Source: an optimization exercise on an open RTL-to-GDS flow (aim: small area and a short achievable clock period). Production flows keep margins and buffers that such runs may drop.
No functional check of the RTL was part of any run shown here.
Power is estimated from default activity; no workload was simulated.

`flow/design.v`:
```
`timescale 1ns / 1ps
module fp16_multiplier(
  input wire clk,
  input wire [15:0] a,
  input wire [15:0] b,
  output wire [15:0] out
);
  wire [4:0] ea = a[14:10], eb = b[14:10];
  wire [9:0] fa = a[9:0], fb = b[9:0];
  wire ea0 = ea == 5'd0, eb0 = eb == 5'd0, ea31 = &ea, eb31 = &eb;
  wire fa0 = fa == 10'd0, fb0 = fb == 10'd0;
  wire za = ea0 & fa0, zb = eb0 & fb0;
  wire ia = ea31 & fa0, ib = eb31 & fb0;
  wire s0_nan = (ea31 & ~fa0) | (eb31 & ~fb0) | (ia & zb) | (za & ib);
  wire [5:0] esum = {1'b0, ea} + {1'b0, eb};
  wire [5:0] s0_esum = (za | zb) ? 6'd0 : (ia | ib) ? 6'd63 : esum;
  wire [8:0] tza, tzb;   
  assign tza[0] = 1'b1; assign tzb[0] = 1'b1;
  genvar gk;
  generate for (gk = 1; gk <= 8; gk = gk + 1) begin : g_tz
    assign tza[gk] = tza[gk-1] & ~fa[gk-1];
    assign tzb[gk] = tzb[gk-1] & ~fb[gk-1];
  end endgenerate
  wire s0_sticky = ~|(tza & {tzb[0], tzb[1], tzb[2], tzb[3], tzb[4], tzb[5], tzb[6], tzb[7], tzb[8]});
  wire [12:0] mbx = {1'b0, ~eb0, fb, 1'b0};   
  wire [5:0] s0_bo, s0_bt, s0_bn;
  generate for (gk = 0; gk < 6; gk = gk + 1) begin : g_booth
    wire y2 = mbx[2*gk+2], y1 = mbx[2*gk+1], y0 = mbx[2*gk];
    assign s0_bo[gk] = y1 ^ y0;
    assign s0_bt[gk] = (y2 & ~y1 & ~y0) | (~y2 & y1 & y0);
    assign s0_bn[gk] = y2 & ~(y1 & y0);
  end endgenerate
  reg r0_s, r0_nan, r0_sticky;
  reg [5:0] r0_esum;
  reg [10:0] ma;
  reg [5:0] bo, bt;
  reg [4:0] bn;
  always @(posedge clk) begin
    r0_s <= a[15] ^ b[15];
    r0_nan <= s0_nan;
    r0_esum <= s0_esum;
    r0_sticky <= s0_sticky;
    ma <= {~ea0, fa};
    bo <= s0_bo;
    bt <= s0_bt;
    bn <= s0_bn[4:0];
  end
  wire t0_0 = ((bo[0] & ma[0])) ^ bn[0];
  wire t0_1 = ((bo[0] & ma[1]) | (bt[0] & ma[0])) ^ bn[0];
  wire t0_2 = ((bo[0] & ma[2]) | (bt[0] & ma[1])) ^ bn[0];
  wire t0_3 = ((bo[0] & ma[3]) | (bt[0] & ma[2])) ^ bn[0];
  wire t0_4 = ((bo[0] & ma[4]) | (bt[0] & ma[3])) ^ bn[0];
  wire t0_5 = ((bo[0] & ma[5]) | (bt[0] & ma[4])) ^ bn[0];
  wire t0_6 = ((bo[0] & ma[6]) | (bt[0] & ma[5])) ^ bn[0];
  wire t0_7 = ((bo[0] & ma[7]) | (bt[0] & ma[6])) ^ bn[0];
  wire t0_8 = ((bo[0] & ma[8]) | (bt[0] & ma[7])) ^ bn[0];
  wire t0_9 = ((bo[0] & ma[9]) | (bt[0] & ma[8])) ^ bn[0];
  wire t0_10 = ((bo[0] & ma[10]) | (bt[0] & ma[9])) ^ bn[0];
  wire t0_11 = ((bt[0] & ma[10])) ^ bn[0];
  wire t1_0 = ((bo[1] & ma[0])) ^ bn[1];
  wire t1_1 = ((bo[1] & ma[1]) | (bt[1] & ma[0])) ^ bn[1];
  wire t1_2 = ((bo[1] & ma[2]) | (bt[1] & ma[1])) ^ bn[1];
  wire t1_3 = ((bo[1] & ma[3]) | (bt[1] & ma[2])) ^ bn[1];
  wire t1_4 = ((bo[1] & ma[4]) | (bt[1] & ma[3])) ^ bn[1];
  wire t1_5 = ((bo[1] & ma[5]) | (bt[1] & ma[4])) ^ bn[1];
  wire t1_6 = ((bo[1] & ma[6]) | (bt[1] & ma[5])) ^ bn[1];
  wire t1_7 = ((bo[1] & ma[7]) | (bt[1] & ma[6])) ^ bn[1];
  wire t1_8 = ((bo[1] & ma[8]) | (bt[1] & ma[7])) ^ bn[1];
  wire t1_9 = ((bo[1] & ma[9]) | (bt[1] & ma[8])) ^ bn[1];
  wire t1_10 = ((bo[1] & ma[10]) | (bt[1] & ma[9])) ^ bn[1];
  wire t1_11 = ((bt[1] & ma[10])) ^ bn[1];
  wire t2_0 = ((bo[2] & ma[0])) ^ bn[2];
  wire t2_1 = ((bo[2] & ma[1]) | (bt[2] & ma[0])) ^ bn[2];
  wire t2_2 = ((bo[2] & ma[2]) | (bt[2] & ma[1])) ^ bn[2];
  wire t2_3 = ((bo[2] & ma[3]) | (bt[2] & ma[2])) ^ bn[2];
  wire t2_4 = ((bo[2] & ma[4]) | (bt[2] & ma[3])) ^ bn[2];
  wire t2_5 = ((bo[2] & ma[5]) | (bt[2] & ma[4])) ^ bn[2];
  wire t2_6 = ((bo[2] & ma[6]) | (bt[2] & ma[5])) ^ bn[2];
  wire t2_7 = ((bo[2] & ma[7]) | (bt[2] & ma[6])) ^ bn[2];
  wire t2_8 = ((bo[2] & ma[8]) | (bt[2] & ma[7])) ^ bn[2];
  wire t2_9 = ((bo[2] & ma[9]) | (bt[2] & ma[8])) ^ bn[2];
  wire t2_10 = ((bo[2] & ma[10]) | (bt[2] & ma[9])) ^ bn[2];
  wire t2_11 = ((bt[2] & ma[10])) ^ bn[2];
  wire t3_0 = ((bo[3] & ma[0])) ^ bn[3];
  wire t3_1 = ((bo[3] & ma[1]) | (bt[3] & ma[0])) ^ bn[3];
  wire t3_2 = ((bo[3] & ma[2]) | (bt[3] & ma[1])) ^ bn[3];
  wire t3_3 = ((bo[3] & ma[3]) | (bt[3] & ma[2])) ^ bn[3];
  wire t3_4 = ((bo[3] & ma[4]) | (bt[3] & ma[3])) ^ bn[3];
  wire t3_5 = ((bo[3] & ma[5]) | (bt[3] & ma[4])) ^ bn[3];
  wire t3_6 = ((bo[3] & ma[6]) | (bt[3] & ma[5])) ^ bn[3];
  wire t3_7 = ((bo[3] & ma[7]) | (bt[3] & ma[6])) ^ bn[3];
  wire t3_8 = ((bo[3] & ma[8]) | (bt[3] & ma[7])) ^ bn[3];
  wire t3_9 = ((bo[3] & ma[9]) | (bt[3] & ma[8])) ^ bn[3];
  wire t3_10 = ((bo[3] & ma[10]) | (bt[3] & ma[9])) ^ bn[3];
  wire t3_11 = ((bt[3] & ma[10])) ^ bn[3];
  wire t4_0 = ((bo[4] & ma[0])) ^ bn[4];
  wire t4_1 = ((bo[4] & ma[1]) | (bt[4] & ma[0])) ^ bn[4];
  wire t4_2 = ((bo[4] & ma[2]) | (bt[4] & ma[1])) ^ bn[4];
  wire t4_3 = ((bo[4] & ma[3]) | (bt[4] & ma[2])) ^ bn[4];
  wire t4_4 = ((bo[4] & ma[4]) | (bt[4] & ma[3])) ^ bn[4];
  wire t4_5 = ((bo[4] & ma[5]) | (bt[4] & ma[4])) ^ bn[4];
  wire t4_6 = ((bo[4] & ma[6]) | (bt[4] & ma[5])) ^ bn[4];
  wire t4_7 = ((bo[4] & ma[7]) | (bt[4] & ma[6])) ^ bn[4];
  wire t4_8 = ((bo[4] & ma[8]) | (bt[4] & ma[7])) ^ bn[4];
  wire t4_9 = ((bo[4] & ma[9]) | (bt[4] & ma[8])) ^ bn[4];
  wire t4_10 = ((bo[4] & ma[10]) | (bt[4] & ma[9])) ^ bn[4];
  wire t4_11 = ((bt[4] & ma[10])) ^ bn[4];
  wire t5_0 = (bo[5] & ma[0]);
  wire t5_1 = (bo[5] & ma[1]) | (bt[5] & ma[0]);
  wire t5_2 = (bo[5] & ma[2]) | (bt[5] & ma[1]);
  wire t5_3 = (bo[5] & ma[3]) | (bt[5] & ma[2]);
  wire t5_4 = (bo[5] & ma[4]) | (bt[5] & ma[3]);
  wire t5_5 = (bo[5] & ma[5]) | (bt[5] & ma[4]);
  wire t5_6 = (bo[5] & ma[6]) | (bt[5] & ma[5]);
  wire t5_7 = (bo[5] & ma[7]) | (bt[5] & ma[6]);
  wire t5_8 = (bo[5] & ma[8]) | (bt[5] & ma[7]);
  wire t5_9 = (bo[5] & ma[9]) | (bt[5] & ma[8]);
  wire t5_10 = (bo[5] & ma[10]) | (bt[5] & ma[9]);
  wire t5_11 = (bt[5] & ma[10]);
  wire fs0 = t0_6 ^ t1_4;
  wire fc0 = t0_6 & t1_4;
  wire fs1 = t0_7 ^ t1_5;
  wire fc1 = t0_7 & t1_5;
  wire fs2 = t0_8 ^ t1_6 ^ t2_4;
  wire fc2 = (t0_8 & t1_6) | (t2_4 & (t0_8 ^ t1_6));
  wire fs3 = t3_2 ^ t4_0;
  wire fc3 = t3_2 & t4_0;
  wire fs4 = t0_9 ^ t1_7 ^ t2_5;
  wire fc4 = (t0_9 & t1_7) | (t2_5 & (t0_9 ^ t1_7));
  wire fs5 = t3_3 ^ t4_1;
  wire fc5 = t3_3 & t4_1;
  wire fs6 = t0_10 ^ t1_8 ^ t2_6;
  wire fc6 = (t0_10 & t1_8) | (t2_6 & (t0_10 ^ t1_8));
  wire fs7 = t3_4 ^ t4_2 ^ t5_0;
  wire fc7 = (t3_4 & t4_2) | (t5_0 & (t3_4 ^ t4_2));
  wire fs8 = t0_11 ^ t1_9 ^ t2_7;
  wire fc8 = (t0_11 & t1_9) | (t2_7 & (t0_11 ^ t1_9));
  wire fs9 = t3_5 ^ t4_3 ^ t5_1;
  wire fc9 = (t3_5 & t4_3) | (t5_1 & (t3_5 ^ t4_3));
  wire fs10 = t1_10 ^ t2_8 ^ t3_6;
  wire fc10 = (t1_10 & t2_8) | (t3_6 & (t1_10 ^ t2_8));
  wire fs11 = t4_4 ^ t5_2 ^ bn[0];
  wire fc11 = (t4_4 & t5_2) | (bn[0] & (t4_4 ^ t5_2));
  wire fs12 = t1_11 ^ t2_9 ^ t3_7;
  wire fc12 = (t1_11 & t2_9) | (t3_7 & (t1_11 ^ t2_9));
  wire fs13 = t4_5 ^ t5_3 ^ bn[0];
  wire fc13 = (t4_5 & t5_3) | (bn[0] & (t4_5 ^ t5_3));
  wire fs14 = t2_10 ^ t3_8 ^ t4_6;
  wire fc14 = (t2_10 & t3_8) | (t4_6 & (t2_10 ^ t3_8));
  wire fs15 = t5_4 ^ ~bn[1] ^ ~bn[0];
  wire fc15 = (t5_4 & ~bn[1]) | (~bn[0] & (t5_4 ^ ~bn[1]));
  wire fs16 = t2_11 ^ t3_9 ^ t4_7;
  wire fc16 = (t2_11 & t3_9) | (t4_7 & (t2_11 ^ t3_9));
  wire fs17 = t5_5 ^ 1'b1;
  wire fc17 = t5_5 & 1'b1;
  wire fs18 = t3_10 ^ t4_8 ^ t5_6;
  wire fc18 = (t3_10 & t4_8) | (t5_6 & (t3_10 ^ t4_8));
  wire fs19 = t3_11 ^ t4_9;
  wire fc19 = t3_11 & t4_9;
  wire fs20 = t0_4 ^ t1_2;
  wire fc20 = t0_4 & t1_2;
  wire fs21 = t0_5 ^ t1_3;
  wire fc21 = t0_5 & t1_3;
  wire fs22 = t2_2 ^ t3_0 ^ bn[3];
  wire fc22 = (t2_2 & t3_0) | (bn[3] & (t2_2 ^ t3_0));
  wire fs23 = t2_3 ^ t3_1 ^ fs1;
  wire fc23 = (t2_3 & t3_1) | (fs1 & (t2_3 ^ t3_1));
  wire fs24 = bn[4] ^ fs3 ^ fc1;
  wire fc24 = (bn[4] & fs3) | (fc1 & (bn[4] ^ fs3));
  wire fs25 = fs5 ^ fc3 ^ fs4;
  wire fc25 = (fs5 & fc3) | (fs4 & (fs5 ^ fc3));
  wire fs26 = fc5 ^ fs6 ^ fs7;
  wire fc26 = (fc5 & fs6) | (fs7 & (fc5 ^ fs6));
  wire fs27 = fs8 ^ fs9 ^ fc6;
  wire fc27 = (fs8 & fs9) | (fc6 & (fs8 ^ fs9));
  wire fs28 = fs10 ^ fs11 ^ fc8;
  wire fc28 = (fs10 & fs11) | (fc8 & (fs10 ^ fs11));
  wire fs29 = fs12 ^ fs13 ^ fc10;
  wire fc29 = (fs12 & fs13) | (fc10 & (fs12 ^ fs13));
  wire fs30 = fs14 ^ fs15 ^ fc12;
  wire fc30 = (fs14 & fs15) | (fc12 & (fs14 ^ fs15));
  wire fs31 = fs17 ^ fs16 ^ fc14;
  wire fc31 = (fs17 & fs16) | (fc14 & (fs17 ^ fs16));
  wire fs32 = ~bn[2] ^ fc17 ^ fs18;
  wire fc32 = (~bn[2] & fc17) | (fs18 & (~bn[2] ^ fc17));
  wire fs33 = t5_7 ^ 1'b1 ^ fs19;
  wire fc33 = (t5_7 & 1'b1) | (fs19 & (t5_7 ^ 1'b1));
  wire fs34 = t4_10 ^ t5_8 ^ ~bn[3];
  wire fc34 = (t4_10 & t5_8) | (~bn[3] & (t4_10 ^ t5_8));
  wire fs35 = t4_11 ^ t5_9;
  wire fc35 = t4_11 & t5_9;
  wire fs36 = t0_2 ^ t1_0;
  wire fc36 = t0_2 & t1_0;
  wire fs37 = t0_3 ^ t1_1;
  wire fc37 = t0_3 & t1_1;
  wire fs38 = t2_0 ^ bn[2] ^ fs20;
  wire fc38 = (t2_0 & bn[2]) | (fs20 & (t2_0 ^ bn[2]));
  wire fs39 = t2_1 ^ fs21 ^ fc20;
  wire fc39 = (t2_1 & fs21) | (fc20 & (t2_1 ^ fs21));
  wire fs40 = fs0 ^ fc21 ^ fs22;
  wire fc40 = (fs0 & fc21) | (fs22 & (fs0 ^ fc21));
  wire fs41 = fc0 ^ fc22 ^ fs23;
  wire fc41 = (fc0 & fc22) | (fs23 & (fc0 ^ fc22));
  wire fs42 = fs2 ^ fs24 ^ fc23;
  wire fc42 = (fs2 & fs24) | (fc23 & (fs2 ^ fs24));
  wire fs43 = fc2 ^ fc24 ^ fs25;
  wire fc43 = (fc2 & fc24) | (fs25 & (fc2 ^ fc24));
  wire fs44 = fc4 ^ fs26 ^ fc25;
  wire fc44 = (fc4 & fs26) | (fc25 & (fc4 ^ fs26));
  wire fs45 = fc7 ^ fs27 ^ fc26;
  wire fc45 = (fc7 & fs27) | (fc26 & (fc7 ^ fs27));
  wire fs46 = fc9 ^ fs28 ^ fc27;
  wire fc46 = (fc9 & fs28) | (fc27 & (fc9 ^ fs28));
  wire fs47 = fc11 ^ fs29 ^ fc28;
  wire fc47 = (fc11 & fs29) | (fc28 & (fc11 ^ fs29));
  wire fs48 = fc13 ^ fs30 ^ fc29;
  wire fc48 = (fc13 & fs30) | (fc29 & (fc13 ^ fs30));
  wire fs49 = fc15 ^ fs31 ^ fc30;
  wire fc49 = (fc15 & fs31) | (fc30 & (fc15 ^ fs31));
  wire fs50 = fc16 ^ fs32 ^ fc31;
  wire fc50 = (fc16 & fs32) | (fc31 & (fc16 ^ fs32));
  wire fs51 = fc18 ^ fs33 ^ fc32;
  wire fc51 = (fc18 & fs33) | (fc32 & (fc18 ^ fs33));
  wire fs52 = fc19 ^ fs34 ^ fc33;
  wire fc52 = (fc19 & fs34) | (fc33 & (fc19 ^ fs34));
  wire fs53 = 1'b1 ^ fs35 ^ fc34;
  wire fc53 = (1'b1 & fs35) | (fc34 & (1'b1 ^ fs35));
  wire fs54 = t5_10 ^ ~bn[4] ^ fc35;
  wire fc54 = (t5_10 & ~bn[4]) | (fc35 & (t5_10 ^ ~bn[4]));
  wire fs55 = t5_11 ^ 1'b1;
  wire fc55 = t5_11 & 1'b1;
  wire [3:0] lx = {fs37, bn[1], t0_1, t0_0};
  wire [3:0] ly = {fc36, fs36, 1'b0, bn[0]};
  wire [4:0] lsum = {1'b0, lx} + {1'b0, ly};
  wire s1_cin = lsum[4];
  wire [21:4] s1_hx = {fs55, fs54, fs53, fs52, fs51, fs50, fs49, fs48, fs47, fs46, fs45, fs44, fs43, fs42, fs41, fs40, fs39, fs38};
  wire [21:4] s1_hy = {fc54, fc53, fc52, fc51, fc50, fc49, fc48, fc47, fc46, fc45, fc44, fc43, fc42, fc41, fc40, fc39, fc38, fc37};
  reg [21:4] r1_hx, r1_hy;
  reg r1_cin, r1_sticky, r1_nan, r1_s;
  reg [5:0] r1_esum;
  always @(posedge clk) begin
    r1_hx <= s1_hx; r1_hy <= s1_hy; r1_cin <= s1_cin; r1_sticky <= r0_sticky;
    r1_nan <= r0_nan; r1_s <= r0_s; r1_esum <= r0_esum;
  end
  wire [18:0] psum = {r1_hx, 1'b1} + {r1_hy, r1_cin};
  wire [21:8] s2_p = psum[18:5];
  reg [21:8] r2_p;
  reg r2_sticky, r2_nan, r2_s;
  reg [5:0] r2_esum;
  always @(posedge clk) begin
    r2_p <= s2_p; r2_sticky <= r1_sticky;
    r2_nan <= r1_nan; r2_s <= r1_s; r2_esum <= r1_esum;
  end
  wire lead = r2_p[21];
  wire [10:0] kept = lead ? r2_p[21:11] : r2_p[20:10];
  wire guard = lead ? r2_p[10] : r2_p[9];
  wire rnd = lead ? r2_p[9] : r2_p[8];
  wire ru = guard & (rnd | r2_sticky | kept[0]);
  wire [11:0] s3_sum = {1'b0, kept} + {11'd0, ru};
  wire [6:0] s3_e = {1'b0, r2_esum} + {6'd0, lead};
  reg [11:0] r3_sum;
  reg [6:0] r3_e;
  reg r3_nan, r3_s;
  always @(posedge clk) begin
    r3_sum <= s3_sum; r3_e <= s3_e; r3_nan <= r2_nan; r3_s <= r2_s;
  end
  wire of = r3_sum[11];
  wire [7:0] e = {1'b0, r3_e} + {7'd0, of};
  wire sub = e[7:4] == 4'd0;
  wire ovf = e >= 8'd46;
  wire [4:0] ex = (e[4:0] + 5'd1) ^ 5'b10000;
  wire [9:0] subf = r3_sum[11:1] >> (~r3_e[3:0]);
  wire [14:0] low = ovf ? 15'h7c00 : sub ? {5'd0, subf} : {ex, r3_sum[9:0]};
  wire [15:0] s4_out = r3_nan ? 16'h7e00 : {r3_s, low};
  reg [15:0] r4_out, r5_out;
  always @(posedge clk) begin
    r4_out <= s4_out;
    r5_out <= r4_out;
  end
  assign out = r5_out;
endmodule
```
`flow/flow/run.sh`:
```
#!/bin/bash
# The standard layout (standard.sh), with two changes:
# - synthesis leaves full and half adders to ABC (ADDER_MAP_FILE empty: no extract_fa,
#   no fa/ha cells);
# - the port buffers are buf_2 cells instead of the delay buffers buffer_ports picks.
set -euo pipefail
ADDER_MAP_FILE= bash standard.sh synth > synth.log 2>&1
BUFFER_PORTS_ARGS="-buffer_cell sky130_fd_sc_hd__buf_2" bash standard.sh > layout.log 2>&1
```
`flow/standard.sh`:
```
#!/bin/bash
# synth_recipe.tcl (not shown) runs the flow's synth.tcl, then flattens the netlist and writes it again
# the make line also repeats each setting of config.mk as NAME=value (left out here)
make -C /OpenROAD-flow-scripts/flow DESIGN_CONFIG=/design/flow/config.mk WORK_HOME=/design/flow/orfs CLKGATE_MAP_FILE= SYNTH_SCRIPT=/design/flow/synth_recipe.tcl "${@:-finish}"
```
`flow/config.mk`:
```
export PLATFORM = sky130hd
export DESIGN_NAME = fp16_multiplier
export DESIGN_NICKNAME = fp16_multiplier
export VERILOG_FILES = /design/flow/design.v
export SDC_FILE = /design/flow/constraint.sdc
export NUM_CORES = 4
export LEC_CHECK = 0
export CAP_MARGIN = 20
export CORE_MARGIN = 2
export CORE_UTILIZATION = 40
export SETUP_SLACK_MARGIN = 2.8
export SLEW_MARGIN = 20
```
`flow/constraint.sdc`:
```
create_clock -name core_clock -period 5.0 [get_ports {clk}]
set_input_delay 1.0000 -clock core_clock [delete_from_list [all_inputs] [get_ports {clk}]]
set_output_delay 1.0000 -clock core_clock [all_outputs]
set_load 0.01 [all_outputs]
```
==> results.yml, run 1 <==
cells_and_area:
  antennaDiodeCount: 0
  nNetsFinal: 932
  drive_above_1_share_pct: 22.0
  stdcell_area_um2: 9630
  area_growth_pct: 18.3
  final_common_cell: "xnor2_1"
  final_cells: 1182
  utilization_pct: 47.9
  final_cell_mix: "145 x xnor2_1, 121 x dfxtp_1, 56 x nand2_1, 56 x a22oi_1, 52 x nor2_1"
logic_synthesis:
  yosysTopAreaCellShare_pct: 39.1
  syn-cell-area_um2: 8140
  ys_ff_latch: 159
  ys_warn_count: 1
  ys_seq_area_share_pct: 39.1
  yosysTopAreaCell: "dfxtp_1"
  ys_types: 68
  synth_top_flop_cell: "dfxtp_1"
  avgSynthCellArea_um2: 9.52
  synth_edf_count: 0
  synth_fp_nets: 888
  synth.area.top_cells: "dfxtp_1 39%, xnor2_1 16%, a22oi_1 5.3%, xor2_1 5.2%, maj3_1 3.9%"
  syn_inst: 855
  async_flop_share_pct: 0
worst_hold_path:
  hp-class: "register to register"
  hold_start: "r1_esum[3]"
  min_delay_worst_endpoint: "r2_esum[3]"
  min_path_cells: 0
outcome:
  outcome: "no timing/DRC/antenna violations"
timing:
  worst_pin_slew_ns: 0.565
  tns_ns: 0
  clock.fmax_mhz: 441
  fin_ws_ns: 2.73
  hold_violations: 0
  post-route-period-util_pct: 45.3
  fin_skew_ns: 0.00953
  setup_viol: 0
  drv_slew: 0
  slew-limit-headroom_pct: 62.3
  min_period_ns: 2.27
  grt_setup_unrepaired: "yes"
critical_path:
  cp.required_ns: 5.32
  worstSetupPathType: "input port to register"
  critical_path.max_stage_delay_ns: 0.57
  reg2reg_slack_ns: 2.78
  reg2regPathDepth: 6
  rr_endpoint: "r1_hy[11]"
  worstPathCellList: "buf_8, or4_4, or4b_4, nor3_4, or2_4, a21oi_2"
  worstSetupStartpointType: "input port"
  arrival_ns: 2.58
  cpMaxStageDelayCell: "or4b_4"
  r2r-start: "bo[4]"
  end_kind: "register"
  cp_max_fo: 6
pwr:
  switching_share_pct: 36.0
  ir_worst_vdd_uv: 325
  p_leak_uw: 0.00368
  power_frac_seq_pct: 37.5
  p_int_uw: 3680
  clockPowerShare_pct: 22.3
  combPwrFrac_pct: 40.2
  powerDensity_nw_per_um2: 597
  p_sw_uw: 2070
floorplanning:
  die_y_um: 147
  start_util_pct: 40.5
  io_pins: 49
  die-area_um2: 21500
  num_rows: 52
  core_um2: 20100
  die_width_um: 147
drt:
  antenna_left: 0
  remaining_drc_errors: 0
  dr.pass1.iters: 4
  via_count: 5958
  detailedRoute.firstIterationViolations: 253
  wirelength_um: 15800
  routed_via_density: 5.04
  wl_per_cell_um: 13.4
global_routing:
  antenna_found_initial: 0
  overflow: 0
  grt_max_degree: 24
  grt_pass1_wl_um: 26400
  grt_usage_pct: 15.0
  grt_pass1_vias: 5549
clock_tree:
  clkLatencyLatePin_ns: 0.43
  clk_pin_slew_ns: 0.07
  h-tree-depth: 4
  cts.path.max_buffers: 2
  cts-root-buf: "clkbuf_16"
  numClockSinks: 159
  numCtsBuffers: 17
  hold_buffers: 0
  cts_tree: "built"
placed_design:
  postPlaceCellArea_um2: 8520
  dp_slack_ns: 2.20
  dpl.hpwl_um: 11400
  placed_cells: 1123
  io_buffers: 48
  gp_congestion: 0.804
run:
  cap_violations: 0
[repair_timing]
| action | 4_1_cts | 5_1_grt |
|---|---|---|
| buffers inserted | 8 | 19 |
| endpoints found under the hold margin | 0 | 0 |
| pin swaps | 15 | 27 |
| endpoints found under the setup margin | 37 | 37 |
| resized for setup | 49 | 51 |
[state kept, by name, summed over array words and instances, names as in the netlist, 5 cells and up]
signal,cells
r1_esum,6
r2_esum,6
r3_e,7
r5_out,16
r1_hx,18
r3_sum,12
r2_p,14
r4_out,16
bn,5
ma,11
bo,6
r1_hy,18
r0_esum,6
bt,6
[synth_stat cells (3+ instances only)]
library cell	n
o211ai_1	5
a21boi_0	4
a22o_1	6
nor3_1	9
a211oi_1	9
mux2_2	6
maj3_2	5
a31oi_1	4
nor2b_1	4
nand2b_1	8
and2_1	8
clkbuf_1	25
dfxtp_1	159
o21a_1	5
xnor2_1	149
a22oi_1	57
o21ai_0	28
buf_1	5
nor2_1	54
nand2_1	56
maj3_1	32
xor3_1	3
nand3_1	11
o22ai_1	4
or4_1	3
buf_2	21
mux2i_1	19
nand3b_1	4
inv_1	7
xor2_1	48
and3_1	8
a21oi_1	41
xnor3_1	3
[power groups by stage]
stage | logic, uW | clock network, uW | registers, uW
4_1_cts | 2220 | 1310 | 2150
6_report | 2310 | 1280 | 2160
3_3_place_gp | 2110 | 0 | 2160
2_1_floorplan | 1870 | 0 | 2010
3_5_place_dp | 2130 | 0 | 2170
5_1_grt | 2580 | 1380 | 2230
[stage by stage]
step / total power [uW] / hold WS, ns
final: 5750 / 0.324
after global routing: 6180 / 0.327
after CTS: 5680 / 0.325
after detailed placement: 4300 / 0.312
after global placement: 4270 / 0.310
after floorplan: 3880 / 0.310
[critical path: cells and delay by family]
family	cells	cell delay, ns
AOI/OAI and AO/OA	1	0.04
buffers and inverters	1	0.10
and+or+nand+nor	4	1.44
[worst max-delay path by stage]
stage,start,endpoint,depth (start not counted)
2_1_floorplan,b[4],r0_esum[0],7
3_3_place_gp,b[6],r0_esum[4],6
3_5_place_dp,a[11],r0_esum[5],8
4_1_cts,bt[0],r1_hy[11],6
5_1_grt,b[7],r0_esum[2],6
6_report,b[7],r0_esum[2],6
[area by class of cell]
cell class | count | area [um^2]
Clock buffer | 17 | 425
Clock inverter | 15 | 194
Fill cell | 1904 | 10500
Inverter | 7 | 26.3
Multi-Input combinational cell | 638 | 4880
Sequential cell | 159 | 3280
Tap cell | 270 | 338
Timing Repair Buffer | 76 | 489
[kinds of logic (layout without fill, tap and decap cells)]
group / count (synthesis) / in the layout / share of synthesized area [%]
DFF: 159 / 159 / 39.1
AOI/OAI and AO/OA: 194 / 194 / 16.6
buffers and inverters: 58 / 115 / 3.00
xor gates and xnor gates: 204 / 204 / 23.1
adders and majority gates: 37 / 37 / 4.63
muxes: 26 / 26 / 3.44
and+or+nand+nor: 177 / 177 / 10.2
[metal layers]
layer,wire [um],GRT usage (%)
met3,603,3.84
met2,7890,26.2
met5,0,0
met4,284,5.53
met1,7010,17.8
==> inputs of run 2 (changes only) <==
--- a/flow/design.v
+++ b/flow/design.v
@@ -230,11 +230,11 @@
   wire fs55 = t5_11 ^ 1'b1;
   wire fc55 = t5_11 & 1'b1;
-  wire [3:0] lx = {fs37, bn[1], t0_1, t0_0};
-  wire [3:0] ly = {fc36, fs36, 1'b0, bn[0]};
-  wire [4:0] lsum = {1'b0, lx} + {1'b0, ly};
-  wire s1_cin = lsum[4];
-  wire [21:4] s1_hx = {fs55, fs54, fs53, fs52, fs51, fs50, fs49, fs48, fs47, fs46, fs45, fs44, fs43, fs42, fs41, fs40, fs39, fs38};
-  wire [21:4] s1_hy = {fc54, fc53, fc52, fc51, fc50, fc49, fc48, fc47, fc46, fc45, fc44, fc43, fc42, fc41, fc40, fc39, fc38, fc37};
-  reg [21:4] r1_hx, r1_hy;
+  wire [5:0] lx = {fs39, fs38, fs37, bn[1], t0_1, t0_0};
+  wire [5:0] ly = {fc38, fc37, fc36, fs36, 1'b0, bn[0]};
+  wire [6:0] lsum = {1'b0, lx} + {1'b0, ly};
+  wire s1_cin = lsum[6];
+  wire [21:6] s1_hx = {fs55, fs54, fs53, fs52, fs51, fs50, fs49, fs48, fs47, fs46, fs45, fs44, fs43, fs42, fs41, fs40};
+  wire [21:6] s1_hy = {fc54, fc53, fc52, fc51, fc50, fc49, fc48, fc47, fc46, fc45, fc44, fc43, fc42, fc41, fc40, fc39};
+  reg [21:6] r1_hx, r1_hy;
   reg r1_cin, r1_sticky, r1_nan, r1_s;
   reg [5:0] r1_esum;
@@ -243,6 +243,6 @@
     r1_nan <= r0_nan; r1_s <= r0_s; r1_esum <= r0_esum;
   end
-  wire [18:0] psum = {r1_hx, 1'b1} + {r1_hy, r1_cin};
-  wire [21:8] s2_p = psum[18:5];
+  wire [16:0] psum = {r1_hx, 1'b1} + {r1_hy, r1_cin};
+  wire [21:8] s2_p = psum[16:3];
   reg [21:8] r2_p;
   reg r2_sticky, r2_nan, r2_s;
==> run 2 against run 1 <==
Wire length grew 3.4%. Sequential power shrank 5%. Sequential share of layout area shrank 0.68 points. Final cell count grew 0.68%. Clock skew is essentially flat. Maximum frequency shrank 2.9%. Non-clock buffer count grew 5. Synthesized cell count grew 0.94%. Critical path type is now register to register. Largest cell class unchanged.
==> results.yml, run 2 <==
logic_synthesis:
  syn-cell-area_um2: 8000
  async_flop_share_pct: 0
  synth_xor_area_share_pct: 22.8
  ys_seq_area_share_pct: 38.8
  synthMuxAreaShare_pct: 3.16
  ys_warn_count: 1
  yosys.area_share.simple_pct: 10.9
  synth_edf_count: 0
  synth.top_cells.by_count: "155 x dfxtp_1, 153 x xnor2_1, 64 x nor2_1"
  synth.most_common_cell: "dfxtp_1"
  avgSynthCellArea_um2: 9.27
  synth_top_family_by_area: "XOR/XNOR gates"
  syn_inst: 863
  synth-compound-area-share_pct: 16.6
  yosysTopAreaCell: "dfxtp_1"
  synth.area.top_cells: "dfxtp_1 39%, xnor2_1 17%, a22oi_1 5.3%, maj3_1 4.0%, xor2_1 3.6%"
  synth_fp_nets: 896
  synthAdderAreaFrac_pct: 4.71
  ys_ff_latch: 155
  yosysTopAreaCellShare_pct: 38.8
  synth_top_flop_cell: "dfxtp_1"
  ys_types: 59
drt:
  via_count: 6014
  detailedRoute.firstIterationViolations: 300
  antenna_left: 0
  routed_via_density: 5.05
  dr.pass1.iters: 5
  remaining_drc_errors: 0
  wl_per_cell_um: 13.7
  wirelength_um: 16300
timing:
  fin_ws_ns: 2.67
  fin_skew_ns: 0.00930
  worst_pin_slew_ns: 0.651
  hold_violations: 0
  post-route-period-util_pct: 46.7
  clock.fmax_mhz: 429
  drv_slew: 0
  grt_setup_unrepaired: "yes"
  slew-limit-headroom_pct: 56.6
  tns_ns: 0
  fin_hold_ws_ns: 0.326
  setup_viol: 0
  min_period_ns: 2.33
pwr:
  powerDensity_nw_per_um2: 600
  power_uw: 5750
  ir_worst_vdd_uv: 303
  p_leak_uw: 0.00371
critical_path:
  path_delay_family: "adder cells"
  worstSetupPathType: "register to register"
  worstPathCellList: "maj3_2, a21o_1, maj3_2, maj3_2, maj3_2, maj3_2, xnor2_1"
  cp_max_fo: 2
  arrival_ns: 2.64
  critical_path.max_stage_delay_ns: 0.33
  cpMostUsedCell: "maj3_2"
  worstSetupStartpointType: "register"
  end_kind: "register"
  cp.required_ns: 5.30
  cpMaxStageDelayCell: "maj3_2"
  path_buf_inv: 0
global_routing:
  antenna_found_initial: 0
  grt_usage_pct: 15.8
  grt_max_degree: 26
  grt_pass1_vias: 5571
  grt_pass1_wl_um: 27500
  overflow: 0
floorplanning:
  start_util_pct: 41.0
  die_y_um: 145
  die_width_um: 145
  die-area_um2: 21200
  io_pins: 49
  core_um2: 19500
  num_rows: 51
clock_tree:
  clk_pin_slew_ns: 0.07
  cts.path.max_buffers: 2
  cts-root-buf: "clkbuf_16"
  numClockSinks: 155
  h-tree-depth: 4
  cts_tree: "built"
  hold_buffers: 0
  numCtsBuffers: 17
  clkLatencyLatePin_ns: 0.43
cells_and_area:
  final_common_cell: "xnor2_1"
  area_growth_pct: 19.7
  final_cells: 1190
  final_cell_mix: "146 x xnor2_1, 126 x dfxtp_1, 64 x nor2_1, 59 x nand2_1, 52 x a22oi_1"
  nNetsFinal: 945
  drive_above_1_share_pct: 21.3
  antennaDiodeCount: 0
  num-fill-cells: 1834
placed_design:
  placed_cells: 1126
  dp_slack_ns: 2.20
  gp_congestion: 0.811
  io_buffers: 48
  dpl.hpwl_um: 11400
worst_hold_path:
  hp-class: "register to register"
run:
  cap_violations: 0
outcome:
  outcome: "no timing/DRC/antenna violations"
## run 2: changes by cell type in the layout (fill, tap and decap cells not counted), moves of 4 or more
cell      previous run  this run
xor2_1              48        32
dfxtp_2             18         6
nor2_1              52        64
o21a_1               5        11
buf_4               27        32
clkinv_8             7         2
dfxtp_1            121       126
mux2i_1             19        14
a22oi_1             56        52
mux2_2               6        10
o21ai_1              1         5
## run 2: cells by family (layout without fill, tap and decap cells)
| logic type | count (synthesis) | in the layout |
|---|---|---|
| flops | 155 | 155 |
| xor+xnor | 195 | 195 |
| mux | 24 | 24 |
| buf+inv | 62 | 124 |
| fa+ha+maj | 37 | 37 |
| compound gates | 200 | 200 |
| simple gates | 190 | 190 |
## run 2: final timing paths
check	from	end	slack, ns	cells after the start
setup / recovery	r1_cin	r2_p[12]	2.67	7
hold / removal	r4_out[2]	r5_out[2]	0.33	0
setup reg to reg	r1_cin	r2_p[12]	2.67	7
hold reg to reg	r4_out[2]	r5_out[2]	0.33	0
## run 2: what timing repair did
item / in CTS / in global routing
setup buffers: 6 / 26
endpoints found under the setup margin: 39 / 29
resized for setup: 68 / 31
pin swaps: 13 / 15
hold endpoints to repair: 0 / 0
## run 2: worst register-to-register path, cell delays in order (launching register included)
cell	delay, ns
dfxtp_1	0.30
maj3_2	0.33
a21o_1	0.20
maj3_2	0.32
maj3_2	0.31
maj3_2	0.32
maj3_2	0.30
xnor2_1	0.12
## run 2: layer usage
metal / up-vias / wire (um) / GRT usage [%]
met2: 144 / 7630 / 25.9
met4: 0 / 348 / 6.08
li1: 3112 / - / -
met5: - / 0 / 0
met1: 2728 / 7630 / 20.3
met3: 30 / 705 / 3.64
## run 2: stage by stage
stage / cell area [um^2] / util (%)
after floorplan: 8040 / -
after global placement: 8400 / 43.0
after detailed placement: 8400 / 43.0
after CTS: 9250 / 47.4
after global routing: 9580 / 49.0
final: 9580 / 49.0
## run 2: final cells by class
type	count	area, um^2	share of cell area [%]
Clock buffer	18	429	4.48
Sequential cell	155	3200	33.4
Multi-Input combinational cell	646	4840	50.5
Timing Repair Buffer	81	532	5.55
Clock inverter	14	204	2.13
Tap cell	265	332	3.46
Inverter	11	45.0	0.470
## run 2: where the power goes
group / total [uW] / internal, uW / switching (uW)
Combinational: 2330 / 1250 / 1080
Clock: 1360 / 807 / 553
Sequential: 2060 / 1680 / 378
Total: 5750 / 3740 / 2010

==> static timing again, ports no longer ideal <==
Ports are ideal in the flow. The routed layouts listed here were re-timed in OpenROAD. Step 1 sets driving cells, clkbuf_16 on the clock port and buf_2 on the other inputs (assumed; they add their load-dependent delay and slew). Step 2 also shifts input and output timing later by t, the mid clock arrival at the registers, as if the neighbouring blocks saw the same clock. Slacks: ideal / step 1 / step 2; pairs: ideal / step 1.
run	t, ns	slack for setup (ns)	clock arrival spread, ns	worst register clock-pin slew, ns
run 1	0.473	2.734 / 2.740 / 2.267	0.010 / 0.010	0.07 / 0.07
run 2	0.468	2.667 / 2.667 / 2.309	0.010 / 0.010	0.07 / 0.07
After both steps setup and hold are still met in every run listed. For run 1, which loses most, drivers alone change the setup slack by +0.006 ns; drivers and shift together by -0.467 ns.
